What follows belongs to an exercise in optimizing a design on an open flow for small area, a short achievable clock period and few clock cycles per item; a production flow would make more cautious choices.
In this exercise RTL edits were held to simulation tests only and were not proved equivalent to the original.
The flow treats the clock pin as an ideal source, which a real chip does not have.
Power and IR drop assume default switching activity.

==> flow/design.v (outline; a module is shown in full before it is edited, if it fits) <==
// module OSTop: 17 lines
// module CTRL: 28 lines
// module DATA: 114 lines
// module OS3A: 5 lines
// module OSPEArray: 12 lines
// module OSDot: 2035 lines
// module OSfa: 6 lines
// module OSha: 6 lines
module OSTop (clk, rstnSys, startSys, MemOutputA0, MemOutputA1, MemOutputA2, MemOutputA3, MemOutputB0, MemOutputB1, MemOutputB2, MemOutputB3, OpC00, OpC01, OpC02, OpC03, OpC10, OpC11, OpC12, OpC13, OpC20, OpC21, OpC22, OpC23, OpC30, OpC31, OpC32, OpC33, BankAddr, start_check);
  // ...
==> flow/flow/run.sh <==
#!/bin/bash
# Own layout flow: the standard ORFS flow (standard.sh) with these changes to
# how the layout is made:
#  - the timing repair steps run with a larger setup-slack margin
#    (flow/margin.txt), so they aim at a shorter period than constraint.sdc's;
#  - global routing keeps more of met1/met2 free (flow/fastroute.tcl), which
#    leaves room for pin access;
#  - detailed placement keeps empty sites beside the a222oi cells (flow/pad.tcl),
#    whose input pins are hard to reach;
#  - every input and output port gets a buffer as in the standard flow, but
#    the smallest one (buf_1); timing repair resizes it where needed.
# Every tool's output goes to log files in this work folder (flow_make.log and
# ORFS's own logs under orfs/logs).
set -euo pipefail
cd "$(dirname "$0")/.."
W=$PWD
MARGIN=$(cat flow/margin.txt)
bash standard.sh SETUP_SLACK_MARGIN=$MARGIN FASTROUTE_TCL=$W/flow/fastroute.tcl \
  PRE_DETAIL_PLACE_TCL=$W/flow/pad.tcl PRE_CTS_TCL=$W/flow/pad.tcl \
  PRE_GLOBAL_ROUTE_TCL=$W/flow/pregrt.tcl \
  "BUFFER_PORTS_ARGS=-buffer_cell sky130_fd_sc_hd__buf_1" finish > flow_make.log 2>&1 || { tail -50 flow_make.log; exit 1; }
tail -5 flow_make.log
==> flow/flow/fastroute.tcl <==
# Global routing capacity per layer: keep more of met1/met2 free for pin access.
set_global_routing_layer_adjustment met1 0.65
set_global_routing_layer_adjustment met2 0.45
set_global_routing_layer_adjustment met3 0.2
set_global_routing_layer_adjustment met4 0.2
set_global_routing_layer_adjustment met5 0.2
set_routing_layers -clock met3-met5
set_routing_layers -signal met1-met5
==> flow/flow/margin.txt <==
6.7
==> flow/flow/pad.tcl <==
set_placement_padding -masters sky130_fd_sc_hd__a222oi_1 -left 2 -right 2
==> flow/flow/pregrt.tcl <==
source [file join [file dirname [info script]] fastroute.tcl]
source [file join [file dirname [info script]] pad.tcl]
==> flow/standard.sh <==
#!/bin/bash
# synth_recipe.tcl (not shown) runs the flow's synth.tcl, then flattens the netlist and writes it again
# the make line also repeats each setting of config.mk as NAME=value (left out here)
make -C /OpenROAD-flow-scripts/flow DESIGN_CONFIG=/design/flow/config.mk WORK_HOME=/design/flow/orfs CLKGATE_MAP_FILE= SYNTH_SCRIPT=/design/flow/synth_recipe.tcl "${@:-finish}"
==> flow/config.mk <==
export PLATFORM = sky130hd
export DESIGN_NAME = OSTop
export DESIGN_NICKNAME = OSTop
export VERILOG_FILES = /design/flow/design.v
export SDC_FILE = /design/flow/constraint.sdc
export NUM_CORES = 8
export LEC_CHECK = 0
export CAP_MARGIN = 20
export CELL_PAD_IN_SITES_GLOBAL_PLACEMENT = 1
export CORE_MARGIN = 2
export CORE_UTILIZATION = 30
export PLACE_DENSITY = 0.4
export SLEW_MARGIN = 20
export SYNTH_HIERARCHICAL = 1
==> flow/constraint.sdc <==
create_clock -name core_clock -period 11.0 [get_ports {clk}]
set_input_delay 2.2000 -clock core_clock [delete_from_list [all_inputs] [get_ports {clk}]]
set_output_delay 2.2000 -clock core_clock [all_outputs]
set_load 0.01 [all_outputs]
==> flow_summary.ini, run 1 <==
[placed_design]
placement.setup.worst_slack_ns = 5.21
gp_congestion = 1.25
place_area_mm2 = 0.758
hpwl_mm = 5490
port_buffers = 2573
dp.cells = 85000

[grt]
grt_max_degree = 87

[cts]
postCtsHoldBufs = 0
cts_resized = 6499
post_cts.repair.setup_buffers = 1244
cts_made_buffers = 924

[die]
dieHeight_mm = 1.54
row_count = 566
io_pins = 2574
fp.dieW_mm = 1.54
start_util = 0.300

[status]
outcome = did not finish
lastStage = 5_1_grt
run.stop_error = [ERROR GRT-0116] Global routing finished with congestion. Check the congestion regions in the DRC Viewer.

[logic_synthesis]
syn-cell-area_mm2 = 0.712
synthCells = 56800
yosysWarnings = 9
syn_nets = 75600
syn_avg_cell_area_um2 = 12.5
Testbench counts, summed over its fixed seeds: cycles 3,232, items 1,600.
==> run 2: changes to the inputs <==
==> flow/flow/fastroute.tcl (replaced) <==
# Global routing capacity per layer: keep more of met1/met2 free for pin access.
set_global_routing_layer_adjustment met1 0.62
set_global_routing_layer_adjustment met2 0.42
set_global_routing_layer_adjustment met3 0.2
set_global_routing_layer_adjustment met4 0.2
set_global_routing_layer_adjustment met5 0.2
set_routing_layers -clock met3-met5
set_routing_layers -signal met1-met5
--- a/flow/config.mk
+++ b/flow/config.mk
@@ -9,6 +9,6 @@
 export CELL_PAD_IN_SITES_GLOBAL_PLACEMENT = 1
 export CORE_MARGIN = 2
-export CORE_UTILIZATION = 30
-export PLACE_DENSITY = 0.4
+export CORE_UTILIZATION = 22
+export PLACE_DENSITY = 0.3
 export SLEW_MARGIN = 20
 export SYNTH_HIERARCHICAL = 1
==> flow_summary.ini, run 2 <==
[placed_design]
hpwl_mm = 6170
gp_congestion = 1.16
port_buffers = 2573

[status]
outcome = did not finish
lastStage = 5_1_grt
run.stop_error = [ERROR GRT-0232] Routing congestion too high. Check the congestion heatmap in the GUI.

[cts]
postCtsHoldBufs = 0
cts_made_buffers = 1053

[die]
row_count = 661
dieHeight_mm = 1.80
io_pins = 2574
fp.dieW_mm = 1.80
start_util = 0.220

[logic_synthesis]
syn_nets = 75600
syn-cell-area_mm2 = 0.712
yosysWarnings = 9
syn_avg_cell_area_um2 = 12.5
synthCells = 56800

[grt]
grt_max_degree = 79
-- run 2: what timing repair did --
item                       4_1_cts
gates cloned                   388
setup endpoints to repair     3988
pin swaps                     2102
resized for setup             8040
hold endpoints to repair         0
buffers inserted              1738
-- run 2: through the flow --
stage,area [µm²],hold slack [ns],setup WS [ns],cells,util
after floorplan,714000,0.310,6.66,56800,-
after global placement,777000,0.311,4.35,97100,0.240
after detailed placement,778000,0.312,5.09,97200,0.241
after CTS,866000,0.295,5.95,101000,0.268
-- run 2: power by group through the flow --
| stage | Combinational, W | Clock [W] | Sequential, W |
|---|---|---|---|
| 4_1_cts | 0.598 | 0.0385 | 0.0619 |
| 3_5_place_dp | 0.561 | 0 | 0.0627 |
| 3_3_place_gp | 0.560 | 0 | 0.0630 |
| 2_1_floorplan | 0.175 | 0 | 0.0483 |
-- run 2: worst max path at each step --
stage | startpoint | to | slack, ns
floorplan | MemOutputA0[161] | data.rt0[189]$_DFF_P_ | 6.66
global placement | data.t00.r0[391]$_DFF_P_ | data.t00.r1[73]$_DFF_P_ | 4.35
detailed placement | data.ra0[205]$_DFF_P_ | data.t00.r0[173]$_DFF_P_ | 5.09
CTS | data.t00.r0[402]$_DFF_P_ | data.t00.r1[73]$_DFF_P_ | 5.95
==> module CTRL, before the edit <==
module CTRL (clk, rstnSys, startSys, phase, BankAddr, start_check);
  input clk, rstnSys, startSys;
  output [1:0] phase;
  output reg [9:0] BankAddr;
  output start_check;
  reg run;                        
  wire go = run | startSys;       
  reg [1:0] ph;
  assign phase = ph;
  wire last = run & (ph == 2'd1);
  always @(posedge clk) begin
    if (!rstnSys) begin
      run <= 1'b0;
      ph <= 2'd0;
      BankAddr <= 10'd0;
    end else if (go) begin
      run <= 1'b1;
      if (run) ph <= last ? 2'd0 : ph + 2'd1;
      if (run && ph == 2'd0) BankAddr <= BankAddr + 10'd1;
    end
  end
  reg [4:1] vld;
  always @(posedge clk) begin
    if (!rstnSys) vld <= 4'd0;
    else vld <= {vld[3:1], last};
  end
  assign start_check = vld[4];
endmodule
==> module DATA, before the edit <==
module DATA (clk, phase, MemOutputA0, MemOutputA1, MemOutputA2, MemOutputA3,
             MemOutputB0, MemOutputB1, MemOutputB2, MemOutputB3,
             OpC00, OpC01, OpC02, OpC03, OpC10, OpC11, OpC12, OpC13,
             OpC20, OpC21, OpC22, OpC23, OpC30, OpC31, OpC32, OpC33);
  input clk;
  input [1:0] phase;
  input [255:0] MemOutputA0, MemOutputA1, MemOutputA2, MemOutputA3;
  input [255:0] MemOutputB0, MemOutputB1, MemOutputB2, MemOutputB3;
  output [31:0] OpC00, OpC01, OpC02, OpC03, OpC10, OpC11, OpC12, OpC13;
  output [31:0] OpC20, OpC21, OpC22, OpC23, OpC30, OpC31, OpC32, OpC33;
  wire [255:0] sa0 = phase[0] ? MemOutputA2 : MemOutputA0;
  wire [255:0] st0;
  wire [255:0] sa1 = phase[0] ? MemOutputA3 : MemOutputA1;
  wire [255:0] st1;
  genvar k;
  generate
    for (k = 0; k < 8; k = k + 1) begin : gm
      OS3A m0 (sa0[32*k+31:32*k], st0[32*k+31:32*k]);
      OS3A m1 (sa1[32*k+31:32*k], st1[32*k+31:32*k]);
    end
  endgenerate
  reg [255:0] ra0, rt0;
  reg [255:0] ra1, rt1;
  reg [255:0] rb0;
  reg [255:0] rb1;
  reg [255:0] rb2;
  reg [255:0] rb3;
  always @(posedge clk) begin
    ra0 <= sa0;
    rt0 <= st0;
    ra1 <= sa1;
    rt1 <= st1;
    rb0 <= MemOutputB0;
    rb1 <= MemOutputB1;
    rb2 <= MemOutputB2;
    rb3 <= MemOutputB3;
  end
  wire [127:0] s1_0, s2_0, s3_0;
  wire [127:0] s1_1, s2_1, s3_1;
  wire [127:0] s1_2, s2_2, s3_2;
  wire [127:0] s1_3, s2_3, s3_3;
  generate
    for (k = 0; k < 8; k = k + 1) begin : ge
      OSPEArray e0 (rb0[32*k+31:32*k], s1_0[16*k+15:16*k], s2_0[16*k+15:16*k], s3_0[16*k+15:16*k]);
      OSPEArray e1 (rb1[32*k+31:32*k], s1_1[16*k+15:16*k], s2_1[16*k+15:16*k], s3_1[16*k+15:16*k]);
      OSPEArray e2 (rb2[32*k+31:32*k], s1_2[16*k+15:16*k], s2_2[16*k+15:16*k], s3_2[16*k+15:16*k]);
      OSPEArray e3 (rb3[32*k+31:32*k], s1_3[16*k+15:16*k], s2_3[16*k+15:16*k], s3_3[16*k+15:16*k]);
    end
  endgenerate
  wire [31:0] c00;
  OSDot t00 (clk, ra0, rt0, s1_0, s2_0, s3_0, c00);
  wire [31:0] c01;
  OSDot t01 (clk, ra0, rt0, s1_1, s2_1, s3_1, c01);
  wire [31:0] c02;
  OSDot t02 (clk, ra0, rt0, s1_2, s2_2, s3_2, c02);
  wire [31:0] c03;
  OSDot t03 (clk, ra0, rt0, s1_3, s2_3, s3_3, c03);
  wire [31:0] c10;
  OSDot t10 (clk, ra1, rt1, s1_0, s2_0, s3_0, c10);
  wire [31:0] c11;
  OSDot t11 (clk, ra1, rt1, s1_1, s2_1, s3_1, c11);
  wire [31:0] c12;
  OSDot t12 (clk, ra1, rt1, s1_2, s2_2, s3_2, c12);
  wire [31:0] c13;
  OSDot t13 (clk, ra1, rt1, s1_3, s2_3, s3_3, c13);
  reg [31:0] h0_00;
  always @(posedge clk) begin
    h0_00 <= c00;
  end
  reg [31:0] h0_01;
  always @(posedge clk) begin
    h0_01 <= c01;
  end
  reg [31:0] h0_02;
  always @(posedge clk) begin
    h0_02 <= c02;
  end
  reg [31:0] h0_03;
  always @(posedge clk) begin
    h0_03 <= c03;
  end
  reg [31:0] h0_10;
  always @(posedge clk) begin
    h0_10 <= c10;
  end
  reg [31:0] h0_11;
  always @(posedge clk) begin
    h0_11 <= c11;
  end
  reg [31:0] h0_12;
  always @(posedge clk) begin
    h0_12 <= c12;
  end
  reg [31:0] h0_13;
  always @(posedge clk) begin
    h0_13 <= c13;
  end
  assign OpC00 = h0_00;
  assign OpC01 = h0_01;
  assign OpC02 = h0_02;
  assign OpC03 = h0_03;
  assign OpC10 = h0_10;
  assign OpC11 = h0_11;
  assign OpC12 = h0_12;
  assign OpC13 = h0_13;
  assign OpC20 = c00;
  assign OpC21 = c01;
  assign OpC22 = c02;
  assign OpC23 = c03;
  assign OpC30 = c10;
  assign OpC31 = c11;
  assign OpC32 = c12;
  assign OpC33 = c13;
endmodule
==> run 3: changes to the inputs <==
--- a/flow/design.v
+++ b/flow/design.v
@@ -25,5 +25,5 @@
   reg [1:0] ph;
   assign phase = ph;
-  wire last = run & (ph == 2'd1);
+  wire last = run & (ph == 2'd3);
   always @(posedge clk) begin
     if (!rstnSys) begin
@@ -34,5 +34,5 @@
       run <= 1'b1;
       if (run) ph <= last ? 2'd0 : ph + 2'd1;
-      if (run && ph == 2'd0) BankAddr <= BankAddr + 10'd1;
+      if (run && ph == 2'd2) BankAddr <= BankAddr + 10'd1;
     end
   end
@@ -54,17 +54,13 @@
   output [31:0] OpC00, OpC01, OpC02, OpC03, OpC10, OpC11, OpC12, OpC13;
   output [31:0] OpC20, OpC21, OpC22, OpC23, OpC30, OpC31, OpC32, OpC33;
-  wire [255:0] sa0 = phase[0] ? MemOutputA2 : MemOutputA0;
+  wire [255:0] sa0 = phase[1] ? (phase[0] ? MemOutputA3 : MemOutputA2) : (phase[0] ? MemOutputA1 : MemOutputA0);
   wire [255:0] st0;
-  wire [255:0] sa1 = phase[0] ? MemOutputA3 : MemOutputA1;
-  wire [255:0] st1;
   genvar k;
   generate
     for (k = 0; k < 8; k = k + 1) begin : gm
       OS3A m0 (sa0[32*k+31:32*k], st0[32*k+31:32*k]);
-      OS3A m1 (sa1[32*k+31:32*k], st1[32*k+31:32*k]);
     end
   endgenerate
   reg [255:0] ra0, rt0;
-  reg [255:0] ra1, rt1;
   reg [255:0] rb0;
   reg [255:0] rb1;
@@ -74,6 +70,4 @@
     ra0 <= sa0;
     rt0 <= st0;
-    ra1 <= sa1;
-    rt1 <= st1;
     rb0 <= MemOutputB0;
     rb1 <= MemOutputB1;
@@ -101,60 +95,52 @@
   wire [31:0] c03;
   OSDot t03 (clk, ra0, rt0, s1_3, s2_3, s3_3, c03);
-  wire [31:0] c10;
-  OSDot t10 (clk, ra1, rt1, s1_0, s2_0, s3_0, c10);
-  wire [31:0] c11;
-  OSDot t11 (clk, ra1, rt1, s1_1, s2_1, s3_1, c11);
-  wire [31:0] c12;
-  OSDot t12 (clk, ra1, rt1, s1_2, s2_2, s3_2, c12);
-  wire [31:0] c13;
-  OSDot t13 (clk, ra1, rt1, s1_3, s2_3, s3_3, c13);
   reg [31:0] h0_00;
+  reg [31:0] h1_00;
+  reg [31:0] h2_00;
   always @(posedge clk) begin
     h0_00 <= c00;
+    h1_00 <= h0_00;
+    h2_00 <= h1_00;
   end
   reg [31:0] h0_01;
+  reg [31:0] h1_01;
+  reg [31:0] h2_01;
   always @(posedge clk) begin
     h0_01 <= c01;
+    h1_01 <= h0_01;
+    h2_01 <= h1_01;
   end
   reg [31:0] h0_02;
+  reg [31:0] h1_02;
+  reg [31:0] h2_02;
   always @(posedge clk) begin
     h0_02 <= c02;
+    h1_02 <= h0_02;
+    h2_02 <= h1_02;
   end
   reg [31:0] h0_03;
+  reg [31:0] h1_03;
+  reg [31:0] h2_03;
   always @(posedge clk) begin
     h0_03 <= c03;
+    h1_03 <= h0_03;
+    h2_03 <= h1_03;
   end
-  reg [31:0] h0_10;
-  always @(posedge clk) begin
-    h0_10 <= c10;
-  end
-  reg [31:0] h0_11;
-  always @(posedge clk) begin
-    h0_11 <= c11;
-  end
-  reg [31:0] h0_12;
-  always @(posedge clk) begin
-    h0_12 <= c12;
-  end
-  reg [31:0] h0_13;
-  always @(posedge clk) begin
-    h0_13 <= c13;
-  end
-  assign OpC00 = h0_00;
-  assign OpC01 = h0_01;
-  assign OpC02 = h0_02;
-  assign OpC03 = h0_03;
-  assign OpC10 = h0_10;
-  assign OpC11 = h0_11;
-  assign OpC12 = h0_12;
-  assign OpC13 = h0_13;
-  assign OpC20 = c00;
-  assign OpC21 = c01;
-  assign OpC22 = c02;
-  assign OpC23 = c03;
-  assign OpC30 = c10;
-  assign OpC31 = c11;
-  assign OpC32 = c12;
-  assign OpC33 = c13;
+  assign OpC00 = h2_00;
+  assign OpC01 = h2_01;
+  assign OpC02 = h2_02;
+  assign OpC03 = h2_03;
+  assign OpC10 = h1_00;
+  assign OpC11 = h1_01;
+  assign OpC12 = h1_02;
+  assign OpC13 = h1_03;
+  assign OpC20 = h0_00;
+  assign OpC21 = h0_01;
+  assign OpC22 = h0_02;
+  assign OpC23 = h0_03;
+  assign OpC30 = c00;
+  assign OpC31 = c01;
+  assign OpC32 = c02;
+  assign OpC33 = c03;
 endmodule
 module OS3A (a, t);
==> flow/flow/margin.txt (replaced) <==
7.0
--- a/flow/config.mk
+++ b/flow/config.mk
@@ -9,6 +9,6 @@
 export CELL_PAD_IN_SITES_GLOBAL_PLACEMENT = 1
 export CORE_MARGIN = 2
-export CORE_UTILIZATION = 22
-export PLACE_DENSITY = 0.3
+export CORE_UTILIZATION = 28
+export PLACE_DENSITY = 0.38
 export SLEW_MARGIN = 20
 export SYNTH_HIERARCHICAL = 1
==> flow_summary.ini, run 3 <==
[logic_synthesis]
syn-cell-area_mm2 = 0.381
syn_avg_cell_area_um2 = 12.7
synthCells = 30000
syn_nets = 40400
yosysWarnings = 9

[placed_design]
dp.cells = 47200
place_area_mm2 = 0.407
port_buffers = 2573
hpwl_mm = 2250
gp_congestion = 1.09

[status]
run.stop_error = [ERROR GRT-0232] Routing congestion too high. Check the congestion heatmap in the GUI.
outcome = did not finish
lastStage = 5_1_grt

[die]
fp.dieW_mm = 1.17
io_pins = 2574
start_util = 0.281
row_count = 428
dieHeight_mm = 1.17

[cts]
postCtsHoldBufs = 0
cts_made_buffers = 578

[grt]
grt_max_degree = 85
==> run 3: how the worst max path moves through the flow <==
stage | endpoint | cells after the start
4_1_cts | OpC03[29] | 2
3_5_place_dp | data.rt0[93]$_DFF_P_ | 11
3_3_place_gp | data.rt0[93]$_DFF_P_ | 11
2_1_floorplan | data.rt0[125]$_DFF_P_ | 10
==> run 3: repair_timing <==
item / 4_1_cts
endpoints found under the setup margin: 1992
resized for setup: 2673
cloned: 85
setup buffers: 380
pin swaps: 545
==> run 3: power groups by stage <==
| stage | sequential [W] | combinational (W) | clock [W] |
|---|---|---|---|
| floorplan | 0.0288 | 0.0949 | 0 |
| global placement | 0.0344 | 0.227 | 0 |
| detailed placement | 0.0343 | 0.227 | 0 |
| CTS | 0.0336 | 0.238 | 0.0208 |
==> run 3: metrics by stage <==
stage,hold WS [ns],worst slack (ns)
global placement,0.312,5.29
CTS,0.288,6.71
floorplan,0.310,6.41
detailed placement,0.312,5.37
Testbench counts of run 3, summed over its fixed seeds: cycles 6,432, items 1,600.
==> run 4: changes to the inputs <==
==> flow/flow/fastroute.tcl (replaced) <==
# Global routing capacity per layer: keep more of met1/met2 free for pin access.
set_global_routing_layer_adjustment met1 0.65
set_global_routing_layer_adjustment met2 0.45
set_global_routing_layer_adjustment met3 0.2
set_global_routing_layer_adjustment met4 0.2
set_global_routing_layer_adjustment met5 0.2
set_routing_layers -clock met3-met5
set_routing_layers -signal met1-met5
==> flow/flow/margin.txt (replaced) <==
7.2
--- a/flow/config.mk
+++ b/flow/config.mk
@@ -9,6 +9,6 @@
 export CELL_PAD_IN_SITES_GLOBAL_PLACEMENT = 1
 export CORE_MARGIN = 2
-export CORE_UTILIZATION = 28
-export PLACE_DENSITY = 0.38
+export CORE_UTILIZATION = 30
+export PLACE_DENSITY = 0.4
 export SLEW_MARGIN = 20
 export SYNTH_HIERARCHICAL = 1
==> flow_summary.ini, run 4 <==
[status]
run.stop_error = [ERROR GRT-0232] Routing congestion too high. Check the congestion heatmap in the GUI.
lastStage = 5_1_grt
outcome = did not finish

[placed_design]
port_buffers = 2573
hpwl_mm = 2210
gp_congestion = 1.10

[die]
dieHeight_mm = 1.13
fp.dieW_mm = 1.13
row_count = 414
io_pins = 2574
start_util = 0.300

[logic_synthesis]
syn_avg_cell_area_um2 = 12.7
syn_nets = 40400
syn-cell-area_mm2 = 0.381
yosysWarnings = 9
synthCells = 30000

[cts]
postCtsHoldBufs = 0
cts_made_buffers = 564

[grt]
grt_max_degree = 77
run 4: how the worst max path moves through the flow:
stage / start / endpoint / slack [ns] / depth (start not counted)
after floorplan: MemOutputA3[97] / data.rt0[125]$_DFF_P_ / 6.41 / 10
after detailed placement: MemOutputA0[64] / data.rt0[81]$_DFF_P_ / 5.35 / 11
after CTS: data.t03.c[24]$_DFF_P_ / OpC33[24] / 6.70 / 2
after global placement: MemOutputA0[64] / data.rt0[93]$_DFF_P_ / 5.39 / 11
run 4: per-stage QoR:
| step | setup WS (ns) | hold slack (ns) | instance area (µm²) | cells |
|---|---|---|---|---|
| CTS | 6.70 | 0.304 | 461000 | 48400 |
| detailed placement | 5.35 | 0.312 | 406000 | 46000 |
| global placement | 5.39 | 0.313 | 406000 | 46000 |
| floorplan | 6.41 | 0.310 | 382000 | 30000 |
run 4: power groups by stage:
stage	clock [W]	combinational, W	sequential [W]
after global placement	0	0.225	0.0342
after floorplan	0	0.0949	0.0288
after detailed placement	0	0.225	0.0342
after CTS	0.0203	0.244	0.0337
run 4: what timing repair did:
item	CTS
endpoints found under the setup margin	2349
cloned	306
buffers inserted	1097
gates resized for setup	5753
pin swaps	1775
==> run 5: changes to the inputs <==
==> flow/flow/run.sh (replaced) <==
#!/bin/bash
# Own layout flow: the standard ORFS flow (standard.sh) with two changes to
# how the layout is made:
#  - the timing repair steps run with a larger setup-slack margin
#    (flow/margin.txt), so they aim at a shorter period than constraint.sdc's;
#  - global routing keeps more of the lower metal layers free
#    (flow/fastroute.tcl), which leaves room on met1/met2 for pin access and
#    lets the detailed router finish.
# Every tool's output goes to log files in this work folder (flow_make.log and
# ORFS's own logs under orfs/logs).
set -euo pipefail
cd "$(dirname "$0")/.."
W=$PWD
MARGIN=$(cat flow/margin.txt)
bash standard.sh SETUP_SLACK_MARGIN=$MARGIN FASTROUTE_TCL=$W/flow/fastroute.tcl \
  PRE_GLOBAL_ROUTE_TCL=$W/flow/fastroute.tcl finish > flow_make.log 2>&1 || { tail -50 flow_make.log; exit 1; }
tail -5 flow_make.log
==> flow/flow/fastroute.tcl (replaced) <==
# Global routing capacity per layer: keep more of met1/met2 free for pin access.
set_global_routing_layer_adjustment met1 0.7
set_global_routing_layer_adjustment met2 0.5
set_global_routing_layer_adjustment met3 0.15
set_global_routing_layer_adjustment met4 0.15
set_global_routing_layer_adjustment met5 0.15
set_routing_layers -clock met3-met5
set_routing_layers -signal met1-met5
==> flow/flow/margin.txt (replaced) <==
6.7
--- a/flow/config.mk
+++ b/flow/config.mk
@@ -7,8 +7,7 @@
 export LEC_CHECK = 0
 export CAP_MARGIN = 20
-export CELL_PAD_IN_SITES_GLOBAL_PLACEMENT = 1
 export CORE_MARGIN = 2
 export CORE_UTILIZATION = 30
-export PLACE_DENSITY = 0.4
+export PLACE_DENSITY = 0.38
 export SLEW_MARGIN = 20
 export SYNTH_HIERARCHICAL = 1
removed: flow/flow/pad.tcl
removed: flow/flow/pregrt.tcl
==> flow_summary.ini, run 5 <==
[status]
outcome = did not finish
lastStage = 5_1_grt
run.stop_error = [ERROR GRT-0232] Routing congestion too high. Check the congestion heatmap in the GUI.

[cts]
cts_made_buffers = 569
postCtsHoldBufs = 0
cts_root_buf = clkbuf_16
htree_levels = 6
cts.path.max_buffers = 5

[grt]
grt_max_degree = 87

[logic_synthesis]
syn-cell-area_mm2 = 0.381
synthCells = 30000
syn_avg_cell_area_um2 = 12.7
syn_nets = 40400
yosysWarnings = 9

[placed_design]
place_area_mm2 = 0.421
gp_congestion = 1.13
port_buffers = 2573
hpwl_mm = 2120

[die]
start_util = 0.300
dieHeight_mm = 1.13
row_count = 414
io_pins = 2574
fp.dieW_mm = 1.13
==> run 5: what timing repair did <==
item	CTS
gates resized for setup	1522
buffers inserted	77
cloned	5
pin swaps	92
setup endpoints to repair	1516
==> run 5: worst max path at each step <==
| stage | from | cells past startpoint | to | slack (ns) |
|---|---|---|---|---|
| 4_1_cts | data.t03.c[22]$_DFF_P_ | 1 | OpC33[22] | 6.50 |
| 3_5_place_dp | MemOutputA3[64] | 11 | data.rt0[93]$_DFF_P_ | 5.13 |
| 3_3_place_gp | MemOutputA3[64] | 11 | data.rt0[93]$_DFF_P_ | 5.08 |
| 2_1_floorplan | MemOutputA3[97] | 10 | data.rt0[125]$_DFF_P_ | 6.41 |
==> run 5: power by group through the flow <==
| stage | logic [W] | clock network (W) | registers [W] |
|---|---|---|---|
| 2_1_floorplan | 0.0949 | 0 | 0.0288 |
| 3_5_place_dp | 0.224 | 0 | 0.0340 |
| 3_3_place_gp | 0.224 | 0 | 0.0340 |
| 4_1_cts | 0.228 | 0.0205 | 0.0336 |
==> run 5: stage by stage <==
stage | hold slack [ns] | power (W) | worst slack (ns) | std cells
floorplan | 0.310 | 0.124 | 6.41 | 30000
detailed placement | 0.312 | 0.258 | 5.13 | 45900
global placement | 0.313 | 0.258 | 5.08 | 45900
CTS | 0.289 | 0.282 | 6.50 | 47100
